What follows belongs to an exercise in optimizing a design on an open flow for small area; a production flow would make more cautious choices. In this exercise RTL edits were held to simulation tests only and were not proved equivalent to the original. Power and IR drop assume default switching activity.

$ cat flow/run.sh
#!/bin/bash
# The standard layout, except that the port buffers are the smallest buffer (buf_1)
# instead of the resizer's default choice. Full make output goes to standard.log;
# ORFS keeps each step's own log under orfs/logs/.
set -euo pipefail
bash standard.sh BUFFER_PORTS_ARGS="-buffer_cell sky130_fd_sc_hd__buf_1" finish > standard.log 2>&1
$ cat config.mk
export PLATFORM = sky130hd
export DESIGN_NAME = morze2
export DESIGN_NICKNAME = morze2
export VERILOG_FILES = /design/flow/design.v
export SDC_FILE = /design/flow/constraint.sdc
export NUM_CORES = 4
export LEC_CHECK = 0
export CAP_MARGIN = 20
export CORE_MARGIN = 2
export CORE_UTILIZATION = 40
export GPL_TIMING_DRIVEN = 0
export SLEW_MARGIN = 20
export SYNTH_HIERARCHICAL = 1
export SYNTH_MINIMUM_KEEP_SIZE = 0
$ cat constraint.sdc
create_clock -name core_clock -period 6.0 [get_ports {clock}]
set_input_delay 1.2000 -clock core_clock [delete_from_list [all_inputs] [get_ports {clock}]]
set_output_delay 1.2000 -clock core_clock [all_outputs]
set_load 0.01 [all_outputs]
$ cat design.v
module morze2 (input clock, input reset, input [10:0] data, output reg buzz);
reg pendn;
reg [1:0] pa;    
reg [1:0] pb;    
reg [4:0] div;   
reg [9:0] cnt;   
reg [3:0] state;
wire [1:0] pa_d, pb_d;
wire [4:0] div_d;
wire [9:0] cnt_d;
wire [3:0] state_d;
wire buzz_d;
nxt u_nxt(.data(data), .pendn(pendn), .pa(pa), .pb(pb), .div(div), .cnt(cnt), .state(state), .buzz(buzz),
  .pa_d(pa_d), .pb_d(pb_d), .div_d(div_d), .cnt_d(cnt_d), .state_d(state_d), .buzz_d(buzz_d));
always @(posedge clock or negedge reset)
  if (!reset) pendn <= 1'b0;
  else pendn <= 1'b1;
always @(posedge clock or negedge reset)
  if (!reset) buzz <= 1'b1;
  else buzz <= buzz_d;
always @(posedge clock) begin
  pa <= pa_d;
  pb <= pb_d;
  div <= div_d;
  cnt <= cnt_d;
  state <= state_d;
end
endmodule
module nxt(input [10:0] data, input pendn, input [1:0] pa, input [1:0] pb, input [4:0] div, input [9:0] cnt,
  input [3:0] state, input buzz, output [1:0] pa_d, output [1:0] pb_d, output [4:0] div_d, output [9:0] cnt_d,
  output [3:0] state_d, output buzz_d);
  wire new_n61, new_n62, new_n63, new_n64, new_n65, new_n66, new_n67,
    new_n68, new_n69, new_n70, new_n71, new_n72, new_n73, new_n74, new_n75,
    new_n76, new_n77, new_n78, new_n79, new_n80, new_n81, new_n86, new_n87,
    new_n88, new_n89, new_n90, new_n91, new_n92, new_n93, new_n94, new_n95,
    new_n96, new_n97, new_n98, new_n99, new_n100, new_n101, new_n102,
    new_n103, new_n104, new_n105, new_n106, new_n107, new_n108, new_n109,
    new_n110, new_n111, new_n112, new_n113, new_n114, new_n115, new_n116,
    new_n117, new_n118, new_n119, new_n120, new_n121, new_n122, new_n123,
    new_n124, new_n125, new_n126, new_n127, new_n128, new_n129, new_n130,
    new_n131, new_n132, new_n133, new_n134, new_n135, new_n136, new_n137,
    new_n138, new_n139, new_n140, new_n141, new_n142, new_n143, new_n144,
    new_n145, new_n146, new_n147, new_n148, new_n149, new_n150, new_n151,
    new_n152, new_n153, new_n154, new_n155, new_n156, new_n157, new_n158,
    new_n159, new_n160, new_n161, new_n162, new_n163, new_n164, new_n165,
    new_n166, new_n167, new_n168, new_n169, new_n170, new_n171, new_n172,
    new_n173, new_n174, new_n175, new_n176, new_n177, new_n178, new_n179,
    new_n180, new_n181, new_n182, new_n183, new_n184, new_n185, new_n186,
    new_n187, new_n188, new_n189, new_n190, new_n191, new_n192, new_n193,
    new_n194, new_n196, new_n197, new_n199, new_n200, new_n202, new_n203,
    new_n206, new_n207, new_n208, new_n215, new_n220, new_n221, new_n222,
    new_n223, new_n224, new_n225, new_n226, new_n227, new_n229, new_n230,
    new_n232, new_n234, new_n236, new_n237, new_n238, new_n239;
  g_clkinv_1 g000(.A(data[1]), .Y(new_n61));
  g_clkinv_1 g001(.A(data[2]), .Y(new_n62));
  g_clkinv_1 g002(.A(data[3]), .Y(new_n63));
  g_clkinv_1 g003(.A(data[4]), .Y(new_n64));
  g_clkinv_1 g004(.A(data[5]), .Y(new_n65));
  g_clkinv_1 g005(.A(data[6]), .Y(new_n66));
  g_clkinv_1 g006(.A(data[7]), .Y(new_n67));
  g_clkinv_1 g007(.A(data[9]), .Y(new_n68));
  g_clkinv_1 g008(.A(data[10]), .Y(new_n69));
  g_clkinv_1 g009(.A(pendn), .Y(new_n70));
  g_clkinv_1 g010(.A(pb[0]), .Y(new_n71));
  g_clkinv_1 g011(.A(div[0]), .Y(new_n72));
  g_clkinv_1 g012(.A(div[4]), .Y(new_n73));
  g_clkinv_1 g013(.A(cnt[6]), .Y(new_n74));
  g_clkinv_1 g014(.A(cnt[7]), .Y(new_n75));
  g_clkinv_1 g015(.A(cnt[8]), .Y(new_n76));
  g_clkinv_1 g016(.A(state[0]), .Y(new_n77));
  g_clkinv_1 g017(.A(state[1]), .Y(new_n78));
  g_clkinv_1 g018(.A(state[2]), .Y(new_n79));
  g_clkinv_1 g019(.A(state[3]), .Y(new_n80));
  g_clkinv_1 g020(.A(buzz), .Y(new_n81));
  g_nor2_1 g021(.A(new_n70), .B(pa[1]), .Y(pa_d[0]));
  g_and2_0 g022(.A(pendn), .B(pa[0]), .X(pa_d[1]));
  g_and3b_1 g023(.A_N(pb[1]), .B(new_n71), .C(pendn), .X(pb_d[0]));
  g_nor2_1 g024(.A(new_n70), .B(new_n71), .Y(pb_d[1]));
  g_nand3_1 g025(.A(pa[0]), .B(pa[1]), .C(pb[0]), .Y(new_n86));
  g_nor2_1 g026(.A(new_n61), .B(data[9]), .Y(new_n87));
  g_clkinv_1 g027(.A(new_n87), .Y(new_n88));
  g_o22a_1 g028(.A1(new_n62), .A2(data[3]), .B1(data[2]), .B2(new_n63), .X(new_n89));
  g_nor2_1 g029(.A(data[4]), .B(data[5]), .Y(new_n90));
  g_nor2_1 g030(.A(new_n64), .B(data[7]), .Y(new_n91));
  g_nand2_1 g031(.A(data[5]), .B(new_n91), .Y(new_n92));
  g_clkinv_1 g032(.A(new_n92), .Y(new_n93));
  g_nor2_1 g033(.A(new_n66), .B(data[7]), .Y(new_n94));
  g_nor2_1 g034(.A(data[6]), .B(new_n67), .Y(new_n95));
  g_o22ai_1 g035(.A1(new_n90), .A2(new_n93), .B1(new_n94), .B2(new_n95), .Y(new_n96));
  g_nor2_1 g036(.A(data[1]), .B(new_n68), .Y(new_n97));
  g_clkinv_1 g037(.A(new_n97), .Y(new_n98));
  g_o21ai_0 g038(.A1(new_n66), .A2(data[7]), .B1(new_n92), .Y(new_n99));
  g_nand4_1 g039(.A(data[1]), .B(new_n65), .C(data[4]), .D(new_n95), .Y(new_n100));
  g_o21ai_0 g040(.A1(new_n96), .A2(new_n98), .B1(new_n100), .Y(new_n101));
  g_a31oi_1 g041(.A1(new_n98), .A2(new_n99), .A3(new_n96), .B1(new_n101), .Y(new_n102));
  g_nor2_1 g042(.A(new_n89), .B(new_n102), .Y(new_n103));
  g_nor2_1 g043(.A(new_n87), .B(new_n103), .Y(new_n104));
  g_nor2_1 g044(.A(new_n65), .B(new_n68), .Y(new_n105));
  g_or3_1 g045(.A(data[3]), .B(data[7]), .C(new_n105), .X(new_n106));
  g_or2_0 g046(.A(new_n61), .B(new_n106), .X(new_n107));
  g_nor2_1 g047(.A(data[2]), .B(data[4]), .Y(new_n108));
  g_nor2_1 g048(.A(data[3]), .B(new_n66), .Y(new_n109));
  g_nand2_1 g049(.A(new_n108), .B(new_n109), .Y(new_n110));
  g_o21ai_0 g050(.A1(new_n107), .A2(new_n110), .B1(new_n104), .Y(new_n111));
  g_nor2_1 g051(.A(new_n63), .B(data[6]), .Y(new_n112));
  g_nor2_1 g052(.A(new_n109), .B(new_n112), .Y(new_n113));
  g_nor2_1 g053(.A(new_n65), .B(new_n113), .Y(new_n114));
  g_nand3_1 g054(.A(new_n67), .B(new_n108), .C(new_n114), .Y(new_n115));
  g_o311ai_0 g055(.A1(new_n62), .A2(data[3]), .A3(new_n96), .B1(new_n87), .C1(new_n115), .Y(new_n116));
  g_nor2_1 g056(.A(data[0]), .B(new_n69), .Y(new_n117));
  g_nand4b_1 g057(.A_N(data[8]), .B(new_n117), .C(new_n116), .D(new_n111), .Y(new_n118));
  g_nor2_1 g058(.A(new_n86), .B(new_n118), .Y(new_n119));
  g_clkinv_1 g059(.A(new_n119), .Y(new_n120));
  g_nor2_1 g060(.A(new_n105), .B(new_n109), .Y(new_n121));
  g_o22a_1 g061(.A1(data[3]), .A2(data[4]), .B1(new_n114), .B2(new_n121), .X(new_n122));
  g_o21ai_0 g062(.A1(data[1]), .A2(new_n64), .B1(data[6]), .Y(new_n123));
  g_a22o_1 g063(.A1(data[2]), .A2(data[4]), .B1(data[1]), .B2(new_n108), .X(new_n124));
  g_nand2_1 g064(.A(new_n123), .B(new_n124), .Y(new_n125));
  g_o211a_1 g065(.A1(new_n123), .A2(new_n124), .B1(state[2]), .C1(new_n125), .X(new_n126));
  g_o22a_1 g066(.A1(state[2]), .A2(new_n122), .B1(state[1]), .B2(new_n126), .X(new_n127));
  g_nor2_1 g067(.A(state[0]), .B(new_n127), .Y(new_n128));
  g_o21ai_0 g068(.A1(new_n79), .A2(new_n98), .B1(new_n128), .Y(new_n129));
  g_o21ai_0 g069(.A1(new_n61), .A2(new_n91), .B1(new_n106), .Y(new_n130));
  g_o31a_1 g070(.A1(data[3]), .A2(data[4]), .A3(new_n88), .B1(new_n130), .X(new_n131));
  g_clkinv_1 g071(.A(new_n131), .Y(new_n132));
  g_nor2_1 g072(.A(new_n64), .B(new_n68), .Y(new_n133));
  g_nand2_1 g073(.A(data[6]), .B(new_n133), .Y(new_n134));
  g_clkinv_1 g074(.A(new_n134), .Y(new_n135));
  g_o22ai_1 g075(.A1(new_n77), .A2(new_n135), .B1(state[0]), .B2(new_n134), .Y(new_n136));
  g_o21a_1 g076(.A1(new_n132), .A2(new_n136), .B1(new_n129), .X(new_n137));
  g_a31oi_1 g077(.A1(new_n78), .A2(new_n79), .A3(state[3]), .B1(new_n137), .Y(new_n138));
  g_nor2_1 g078(.A(data[5]), .B(data[7]), .Y(new_n139));
  g_clkinv_1 g079(.A(new_n139), .Y(new_n140));
  g_nor2_1 g080(.A(new_n62), .B(new_n139), .Y(new_n141));
  g_a31oi_1 g081(.A1(new_n65), .A2(new_n67), .A3(new_n62), .B1(new_n141), .Y(new_n142));
  g_o22ai_1 g082(.A1(data[1]), .A2(new_n142), .B1(data[4]), .B2(new_n141), .Y(new_n143));
  g_nand4_1 g083(.A(new_n78), .B(new_n79), .C(new_n80), .D(new_n143), .Y(new_n144));
  g_o21ai_0 g084(.A1(new_n65), .A2(new_n66), .B1(new_n68), .Y(new_n145));
  g_xor2_1 g085(.A(new_n109), .B(new_n145), .X(new_n146));
  g_a221o_1 g086(.A1(state[1]), .A2(new_n139), .B1(new_n78), .B2(new_n140), .C1(state[2]), .X(new_n147));
  g_a31oi_1 g087(.A1(new_n78), .A2(state[2]), .A3(new_n146), .B1(new_n131), .Y(new_n148));
  g_o21ai_0 g088(.A1(new_n146), .A2(new_n147), .B1(new_n148), .Y(new_n149));
  g_a31o_1 g089(.A1(state[1]), .A2(state[2]), .A3(new_n107), .B1(new_n132), .X(new_n150));
  g_and3_1 g090(.A(state[0]), .B(new_n150), .C(new_n149), .X(new_n151));
  g_o21ai_0 g091(.A1(data[1]), .A2(new_n140), .B1(new_n79), .Y(new_n152));
  g_o22ai_1 g092(.A1(new_n61), .A2(data[5]), .B1(data[3]), .B2(new_n65), .Y(new_n153));
  g_nand3_1 g093(.A(state[1]), .B(new_n88), .C(new_n153), .Y(new_n154));
  g_nand2_1 g094(.A(new_n149), .B(new_n154), .Y(new_n155));
  g_a221o_1 g095(.A1(new_n152), .A2(new_n155), .B1(new_n128), .B2(new_n144), .C1(new_n151), .X(new_n156));
  g_clkinv_1 g096(.A(new_n156), .Y(new_n157));
  g_nor2_1 g097(.A(new_n138), .B(new_n157), .Y(new_n158));
  g_nand2_1 g098(.A(state[2]), .B(new_n104), .Y(new_n159));
  g_o22ai_1 g099(.A1(new_n120), .A2(new_n158), .B1(new_n120), .B2(new_n159), .Y(new_n160));
  g_nand2_1 g100(.A(cnt[0]), .B(new_n160), .Y(new_n161));
  g_clkinv_1 g101(.A(new_n161), .Y(new_n162));
  g_nand2_1 g102(.A(cnt[1]), .B(new_n162), .Y(new_n163));
  g_clkinv_1 g103(.A(new_n163), .Y(new_n164));
  g_nand2_1 g104(.A(cnt[2]), .B(new_n164), .Y(new_n165));
  g_clkinv_1 g105(.A(new_n165), .Y(new_n166));
  g_nand2_1 g106(.A(cnt[3]), .B(new_n166), .Y(new_n167));
  g_clkinv_1 g107(.A(new_n167), .Y(new_n168));
  g_nand2_1 g108(.A(cnt[4]), .B(new_n168), .Y(new_n169));
  g_clkinv_1 g109(.A(new_n169), .Y(new_n170));
  g_nand2_1 g110(.A(cnt[5]), .B(new_n170), .Y(new_n171));
  g_nor2_1 g111(.A(new_n74), .B(new_n171), .Y(new_n172));
  g_clkinv_1 g112(.A(new_n172), .Y(new_n173));
  g_nor2_1 g113(.A(new_n75), .B(new_n173), .Y(new_n174));
  g_clkinv_1 g114(.A(new_n174), .Y(new_n175));
  g_nor2_1 g115(.A(new_n76), .B(new_n175), .Y(new_n176));
  g_nand2_1 g116(.A(cnt[9]), .B(new_n176), .Y(new_n177));
  g_o21ai_0 g117(.A1(new_n120), .A2(new_n158), .B1(new_n177), .Y(new_n178));
  g_clkinv_1 g118(.A(new_n178), .Y(new_n179));
  g_a31oi_1 g119(.A1(state[1]), .A2(state[2]), .A3(new_n133), .B1(new_n77), .Y(new_n180));
  g_nor2_1 g120(.A(div[1]), .B(new_n180), .Y(new_n181));
  g_nand4_1 g121(.A(new_n72), .B(div[2]), .C(div[3]), .D(new_n73), .Y(new_n182));
  g_a211o_1 g122(.A1(div[1]), .A2(new_n180), .B1(new_n181), .C1(new_n182), .X(new_n183));
  g_nor2_1 g123(.A(new_n179), .B(new_n183), .Y(new_n184));
  g_nand3_1 g124(.A(data[5]), .B(data[7]), .C(data[8]), .Y(new_n185));
  g_nand2_1 g125(.A(new_n97), .B(new_n117), .Y(new_n186));
  g_or4_1 g126(.A(new_n185), .B(new_n186), .C(new_n86), .D(new_n110), .X(new_n187));
  g_nand2_1 g127(.A(pendn), .B(new_n187), .Y(new_n188));
  g_clkinv_1 g128(.A(new_n188), .Y(new_n189));
  g_a31o_1 g129(.A1(state[3]), .A2(new_n135), .A3(new_n130), .B1(new_n151), .X(new_n190));
  g_a211o_1 g130(.A1(new_n119), .A2(new_n190), .B1(new_n188), .C1(new_n184), .X(new_n191));
  g_clkinv_1 g131(.A(new_n191), .Y(new_n192));
  g_nor2_1 g132(.A(new_n72), .B(new_n179), .Y(new_n193));
  g_o22ai_1 g133(.A1(new_n72), .A2(new_n179), .B1(div[0]), .B2(new_n178), .Y(new_n194));
  g_nor2_1 g134(.A(new_n191), .B(new_n194), .Y(div_d[0]));
  g_and3_1 g135(.A(div[0]), .B(new_n178), .C(div[1]), .X(new_n196));
  g_o21ai_0 g136(.A1(div[1]), .A2(new_n193), .B1(new_n192), .Y(new_n197));
  g_nor2_1 g137(.A(new_n196), .B(new_n197), .Y(div_d[1]));
  g_and3_1 g138(.A(div[1]), .B(new_n193), .C(div[2]), .X(new_n199));
  g_o21ai_0 g139(.A1(div[2]), .A2(new_n196), .B1(new_n192), .Y(new_n200));
  g_nor2_1 g140(.A(new_n199), .B(new_n200), .Y(div_d[2]));
  g_nand2_1 g141(.A(div[3]), .B(new_n199), .Y(new_n202));
  g_clkinv_1 g142(.A(new_n202), .Y(new_n203));
  g_o211a_1 g143(.A1(div[3]), .A2(new_n199), .B1(new_n192), .C1(new_n202), .X(div_d[3]));
  g_o221a_1 g144(.A1(div[4]), .A2(new_n203), .B1(new_n73), .B2(new_n202), .C1(new_n192), .X(div_d[4]));
  g_nand4_1 g145(.A(new_n61), .B(new_n68), .C(new_n114), .D(new_n151), .Y(new_n206));
  g_nor2_1 g146(.A(new_n120), .B(new_n206), .Y(new_n207));
  g_nor2_1 g147(.A(new_n188), .B(new_n207), .Y(new_n208));
  g_o211a_1 g148(.A1(cnt[0]), .A2(new_n160), .B1(new_n161), .C1(new_n208), .X(cnt_d[0]));
  g_o211a_1 g149(.A1(cnt[1]), .A2(new_n162), .B1(new_n163), .C1(new_n208), .X(cnt_d[1]));
  g_o211a_1 g150(.A1(cnt[2]), .A2(new_n164), .B1(new_n165), .C1(new_n208), .X(cnt_d[2]));
  g_o211a_1 g151(.A1(cnt[3]), .A2(new_n166), .B1(new_n167), .C1(new_n208), .X(cnt_d[3]));
  g_o211a_1 g152(.A1(cnt[4]), .A2(new_n168), .B1(new_n169), .C1(new_n208), .X(cnt_d[4]));
  g_o211a_1 g153(.A1(cnt[5]), .A2(new_n170), .B1(new_n171), .C1(new_n208), .X(cnt_d[5]));
  g_nand2_1 g154(.A(new_n74), .B(new_n171), .Y(new_n215));
  g_and3_1 g155(.A(new_n173), .B(new_n208), .C(new_n215), .X(cnt_d[6]));
  g_o211a_1 g156(.A1(cnt[7]), .A2(new_n172), .B1(new_n175), .C1(new_n208), .X(cnt_d[7]));
  g_o221a_1 g157(.A1(new_n76), .A2(new_n175), .B1(cnt[8]), .B2(new_n174), .C1(new_n208), .X(cnt_d[8]));
  g_o211a_1 g158(.A1(cnt[9]), .A2(new_n176), .B1(new_n177), .C1(new_n208), .X(cnt_d[9]));
  g_nand3_1 g159(.A(new_n74), .B(new_n75), .C(new_n76), .Y(new_n220));
  g_or3_1 g160(.A(new_n157), .B(new_n220), .C(new_n171), .X(new_n221));
  g_a221o_1 g161(.A1(cnt[9]), .A2(new_n156), .B1(new_n177), .B2(new_n221), .C1(new_n179), .X(new_n222));
  g_clkinv_1 g162(.A(new_n222), .Y(new_n223));
  g_nor2_1 g163(.A(new_n77), .B(new_n222), .Y(new_n224));
  g_clkinv_1 g164(.A(new_n224), .Y(new_n225));
  g_a31oi_1 g165(.A1(new_n78), .A2(state[2]), .A3(new_n135), .B1(new_n225), .Y(new_n226));
  g_o21ai_0 g166(.A1(state[0]), .A2(new_n223), .B1(new_n189), .Y(new_n227));
  g_nor2_1 g167(.A(new_n226), .B(new_n227), .Y(state_d[0]));
  g_nor2_1 g168(.A(new_n78), .B(new_n225), .Y(new_n229));
  g_o21ai_0 g169(.A1(state[1]), .A2(new_n224), .B1(new_n189), .Y(new_n230));
  g_nor2_1 g170(.A(new_n229), .B(new_n230), .Y(state_d[1]));
  g_nand2_1 g171(.A(state[2]), .B(new_n229), .Y(new_n232));
  g_o211a_1 g172(.A1(state[2]), .A2(new_n229), .B1(new_n189), .C1(new_n232), .X(state_d[2]));
  g_o21a_1 g173(.A1(new_n80), .A2(new_n223), .B1(new_n232), .X(new_n234));
  g_nor2_1 g174(.A(new_n188), .B(new_n234), .Y(state_d[3]));
  g_o21ai_0 g175(.A1(new_n179), .A2(new_n183), .B1(buzz), .Y(new_n236));
  g_o21ai_0 g176(.A1(new_n81), .A2(new_n180), .B1(new_n184), .Y(new_n237));
  g_a31o_1 g177(.A1(data[4]), .A2(state[3]), .A3(new_n87), .B1(new_n190), .X(new_n238));
  g_o21bai_1 g178(.A1(new_n118), .A2(new_n238), .B1_N(new_n86), .Y(new_n239));
  g_nand4_1 g179(.A(pendn), .B(new_n239), .C(new_n237), .D(new_n236), .Y(buzz_d));
endmodule
module g_a211o_1(input A1, A2, B1, C1, output X);
  assign X = (A1&A2) | (B1) | (C1);
endmodule
module g_a221o_1(input A1, A2, B1, B2, C1, output X);
  assign X = (B1&B2) | (A1&A2) | (C1);
endmodule
module g_a22o_1(input A1, A2, B1, B2, output X);
  assign X = (B1&B2) | (A1&A2);
endmodule
module g_a31o_1(input A1, A2, A3, B1, output X);
  assign X = (A1&A2&A3) | (B1);
endmodule
module g_a31oi_1(input A1, A2, A3, B1, output Y);
  assign Y = (~A1&~B1) | (~A2&~B1) | (~A3&~B1);
endmodule
module g_and2_0(input A, B, output X);
  assign X = (A&B);
endmodule
module g_and3_1(input A, B, C, output X);
  assign X = (A&B&C);
endmodule
module g_and3b_1(input A_N, B, C, output X);
  assign X = (~A_N&B&C);
endmodule
module g_clkinv_1(input A, output Y);
  assign Y = (~A);
endmodule
module g_nand2_1(input A, B, output Y);
  assign Y = (~A) | (~B);
endmodule
module g_nand3_1(input A, B, C, output Y);
  assign Y = (~A) | (~B) | (~C);
endmodule
module g_nand4_1(input A, B, C, D, output Y);
  assign Y = (~A) | (~B) | (~C) | (~D);
endmodule
module g_nand4b_1(input A_N, B, C, D, output Y);
  assign Y = (A_N) | (~B) | (~C) | (~D);
endmodule
module g_nor2_1(input A, B, output Y);
  assign Y = (~A&~B);
endmodule
module g_o211a_1(input A1, A2, B1, C1, output X);
  assign X = (A1&B1&C1) | (A2&B1&C1);
endmodule
module g_o21a_1(input A1, A2, B1, output X);
  assign X = (A1&B1) | (A2&B1);
endmodule
module g_o21ai_0(input A1, A2, B1, output Y);
  assign Y = (~A1&~A2) | (~B1);
endmodule
module g_o21bai_1(input A1, A2, B1_N, output Y);
  assign Y = (~A1&~A2) | (B1_N);
endmodule
module g_o221a_1(input A1, A2, B1, B2, C1, output X);
  assign X = (A1&B1&C1) | (A2&B1&C1) | (A1&B2&C1) | (A2&B2&C1);
endmodule
module g_o22a_1(input A1, A2, B1, B2, output X);
  assign X = (A1&B1) | (A2&B1) | (A1&B2) | (A2&B2);
endmodule
module g_o22ai_1(input A1, A2, B1, B2, output Y);
  assign Y = (~B1&~B2) | (~A1&~A2);
endmodule
module g_o311ai_0(input A1, A2, A3, B1, C1, output Y);
  assign Y = (~A1&~A2&~A3) | (~B1) | (~C1);
endmodule
module g_o31a_1(input A1, A2, A3, B1, output X);
  assign X = (A1&B1) | (A2&B1) | (A3&B1);
endmodule
module g_or2_0(input A, B, output X);
  assign X = (A) | (B);
endmodule
module g_or3_1(input A, B, C, output X);
  assign X = (A) | (B) | (C);
endmodule
module g_or4_1(input A, B, C, D, output X);
  assign X = (A) | (B) | (C) | (D);
endmodule
module g_xor2_1(input A, B, output X);
  assign X = (A&~B) | (~A&B);
endmodule
$ cat standard.sh
#!/bin/bash
# synth_recipe.tcl (not shown) runs the flow's synth.tcl, then flattens the netlist and writes it again
# the make line also repeats each setting of config.mk as NAME=value (left out here)
make -C /OpenROAD-flow-scripts/flow DESIGN_CONFIG=/design/flow/config.mk WORK_HOME=/design/flow/orfs CLKGATE_MAP_FILE= SYNTH_SCRIPT=/design/flow/synth_recipe.tcl "${@:-finish}"
==> results.txt <==
-- routing by layer --
layer / track usage [%] / vias up
met3: 3.125 / 0
met4: 2.394 / 0
li1: - / 751
met2: 24.61 / 22
met5: 0 / -
met1: 22.23 / 614
-- layout make-up --
| type | instances | area (um2) | share of cell area (%) |
|---|---|---|---|
| multi-input combinational | 139 | 820.8 | 49.85 |
| inverter | 42 | 157.7 | 9.574 |
| sequential | 25 | 511.7 | 31.08 |
| timing repair buffer | 13 | 51.30 | 3.116 |
| tap | 48 | 60.06 | 3.647 |
| clock buffer | 4 | 45.04 | 2.736 |
-- power breakdown --
part | internal, uW | leakage [uW] | switching, uW
Clock | 47.4 | 0.0000228 | 50.4
Combinational | 13.3 | 0.000578 | 23.9
Sequential | 168 | 0.000208 | 1.15
-- Yosys cell counts, types with 2 or more instances --
cell type,count
o211a_1,11
a221o_1,3
and3_1,4
o21ai_1,16
dfxtp_1,23
nand2_1,18
nand3_1,5
a31oi_1,6
a211o_1,2
a31o_1,3
o22a_1,3
nor2_1,40
inv_1,42
o221a_1,2
or3_1,2
o22ai_1,6
o21a_1,2
nand4_1,5
-- worst register-to-register path, delay by kind of cell, from the launching register on --
kind | cells | cell delay (ns)
AO/OA/AOI/OAI | 7 | 1.54
buffers and inverters | 11 | 0.93
flip-flops | 1 | 0.48
AND/OR/NAND/NOR | 16 | 1.57
-- metrics by stage --
step           cell area (um2)   TNS, ns  util (%)
6_report                  1647         0     45.66
5_1_grt                   1647  -0.01963     45.66
4_1_cts                   1622         0     44.97
3_5_place_dp              1577   -0.3096     43.72
2_1_floorplan             1468         0         -
3_3_place_gp              1577   -0.3389     43.72
-- state kept, by name, indices dropped and copies added (netlist names) --
signal,flops
div,5
cnt,10
pa,2
state,4
buzz,1
pb,2
pendn,1
-- Yosys stat by module, one instance, submodules excluded, a selection --
module | cells inside | flops+latches | cell area [um2] | copies in the design
g_clkinv_1 | 1 | 0 | 3.754 | 42
g_o311ai_0 | 1 | 0 | 8.758 | 1
g_o21ai_0 | 1 | 0 | 5.005 | 16
g_a31o_1 | 1 | 0 | 8.758 | 3
g_a31oi_1 | 1 | 0 | 6.256 | 6
g_nand3_1 | 1 | 0 | 5.005 | 5
g_a211o_1 | 1 | 0 | 8.758 | 2
g_a221o_1 | 1 | 0 | 10.01 | 3
-- how the worst max path moves through the flow --
stage                     cells past startpoint     from       end
after floorplan                              38  data[5]  state[3]
after global placement                       38  data[1]  state[3]
after detailed placement                     38  data[1]  state[3]
after CTS                                    38  data[1]  state[3]
after global routing                         39  data[5]  state[3]
final                                        39  data[5]  state[3]
-- cells by family (layout without fill, tap and decap cells) --
logic type	Yosys count	in the layout	synth area share, %
other	1	1	0.2555
flip-flops	25	25	34.87
AO/OA/AOI/OAI	58	58	29.75
AND/OR/NAND/NOR	79	79	23.78
buffers and inverters	42	59	10.74
XOR/XNOR	1	1	0.5969
==> out/metrics.yaml <==
outcome:
  outcome: "finished clean"
routing:
  drc: 0
  final_wirelength_um: 3131
  detailedRoute.firstPassIterationCount: 4
  route.detailed.wl_per_inst_um: 11.55
  route.met3.wl_um: 125
  drt_iter0_drc: 45
  met1_wl_um: 1631
  top_signal_layer_used: "met3"
  detail_route.vias_per_cell: 5.118
  num_vias: 1387
  route.met2.wl_um: 1374
  post_route_antenna_net_violation_count: 0
setup_path:
  reg2reg_depth: 34
  timing.rr.start: "state[1]"
  path_delay_family: "simple AND/OR/NAND/NOR gates"
  timing.critical_path.fanout_max: 6
  r2r_setup_slack_ns: 1.44
  cp.arrival_ns: 5.80
  criticalPathCategory: "in -> reg"
  critPathSlowestCell: "or3_1"
  cp_common_cell: "inv_1"
  critical_path_source_type: "input pin"
  critPathBufInv: 13
  cp_slowest_stage_delay_ns: 0.32
  crit_required_ns: 6.20
  worstSetupEndpointType: "register"
  worst_r2r_endpoint: "state[3]"
pwr:
  power_density_nw_per_um2: 184.9
  cellLeakagePower_uw: 0.0008092
  max-vdd-ir-drop_mv: 0.1051
  p_total_uw: 304.5
die:
  die_height_um: 64.58
  floorplan.core_area_um2: 3606
  floorplan.rows: 22
  initial_core_util_pct: 40.70
  io-pin-count: 14
  die_width_um: 64.58
  design.die.area_um2: 4170
clock_network:
  ctsRootBufferMaster: "clkbuf_8"
  worstSkewPairLatency_ns: 0.26
  cts_made_buffers: 3
  tritoncts: "done"
  cts_setup_buffers: 0
  cts_sinks: 25
  clk_path_buf_depth: 2
  htree_num_levels: 1
  post_cts_resized: 0
  worst_setup_hold_path_clk_slew_ns: 0.09
  ctsHoldBuffers: 0
timing:
  timing.fmax_mhz: 178.6
  report.final.hold_viol_count: 0
  slew-limit-headroom_pct: 58.05
  final.setup_skew_ns: 0.003285
  report.final.setup_viol: 0
  slew_violations: 0
  fin_ws_ns: 0.4016
  fin_worst_hold_slack_ns: 0.4158
  period_minus_slack_ns: 5.598
  post_route_clock_period_utilization_pct: 93.31
  worstMarginPinSlew_ns: 0.6269
cells_and_area:
  filler_cell_count: 387
  post_route_cells_drive_above_1_share_pct: 6.726
  layout.cells.most_common: "inv_1"
  final_net_count: 237
  antenna-diode-count: 0
  fin_cells: 271
  flow.area_growth_from_synthesis_pct: 12.19
  most_frequent_cells_in_the_layout: "40 x inv_1, 35 x nor2_1, 23 x dfxtp_1"
place:
  numPortBuffers: 13
  place_inst: 267
  hpwlAfterDp_um: 2411
  pre_cts_slack_ns: -0.1590
  gpl.final_weighted_congestion: 0.8235
logic_synthesis:
  synthesized_area_divided_by_synthesized_cell_count_um2: 7.125
  postSynthCellCount: 206
  synth_top_cells_by_area: "dfxtp_1 31%, inv_1 11%, nor2_1 10%"
  yosys_most_used_dff: "dfxtp_1"
  post_synth_instance_area_um2: 1468
  post-synth-top-area-fraction_pct: 31.37
  post_synthesis_async_set_or_reset_flop_share_pct: 8.000
  synth.distinct_cells: 31
  synth_edf_count: 0
  synth.ff_latch_count: 25
  ys.warnings.count: 7
  synth_largest_area_cell: "dfxtp_1"
  synth.net_count: 219
  synth_seq_area_share_pct: 34.87
global_routing:
  grt_pass1_wl_um: 5188
  overflow: 0
  grt_max_degree: 14
  grt_pass1_vias: 1176
  gr-usage-all-layers_pct: 15.51
  antenna_found_initial: 0
run:
  max-cap-violations: 0
hold_path:
  min_delay_path_depth: 1
  hp-class: "reg -> reg"
  timing.hold.worst_endpoint: "pa[0]"
  holdCritStartpoint: "pa[1]"

-- afterwards: timing with drivers on the ports --
The results above use ideal ports. As a check the final layout listed here was re-extracted and re-timed, cells and wires unchanged.
Step 1 assumes that a clkbuf_16 drives the clock port and a buf_2 every other input.
Step 2, shift: input delay + t, output delay - t, t = (earliest + latest rising clock arrival at the registers) / 2. This alone moves slack from input paths to output paths.
Slacks: ideal / step 1 / step 2; pairs: ideal / step 1.
t, ns: 0.283
setup slack, ns: 0.402 / 0.405 / 0.122
worst hold slack (ns): 0.416 / 0.416 / 0.416
latest minus earliest clock arrival (ns): 0.003 / 0.004
pins driven straight from the clock port: 1
After both steps this run still meets setup and hold. The setup slack of this run moves by +0.003 ns with the drivers and by -0.280 ns with both steps.
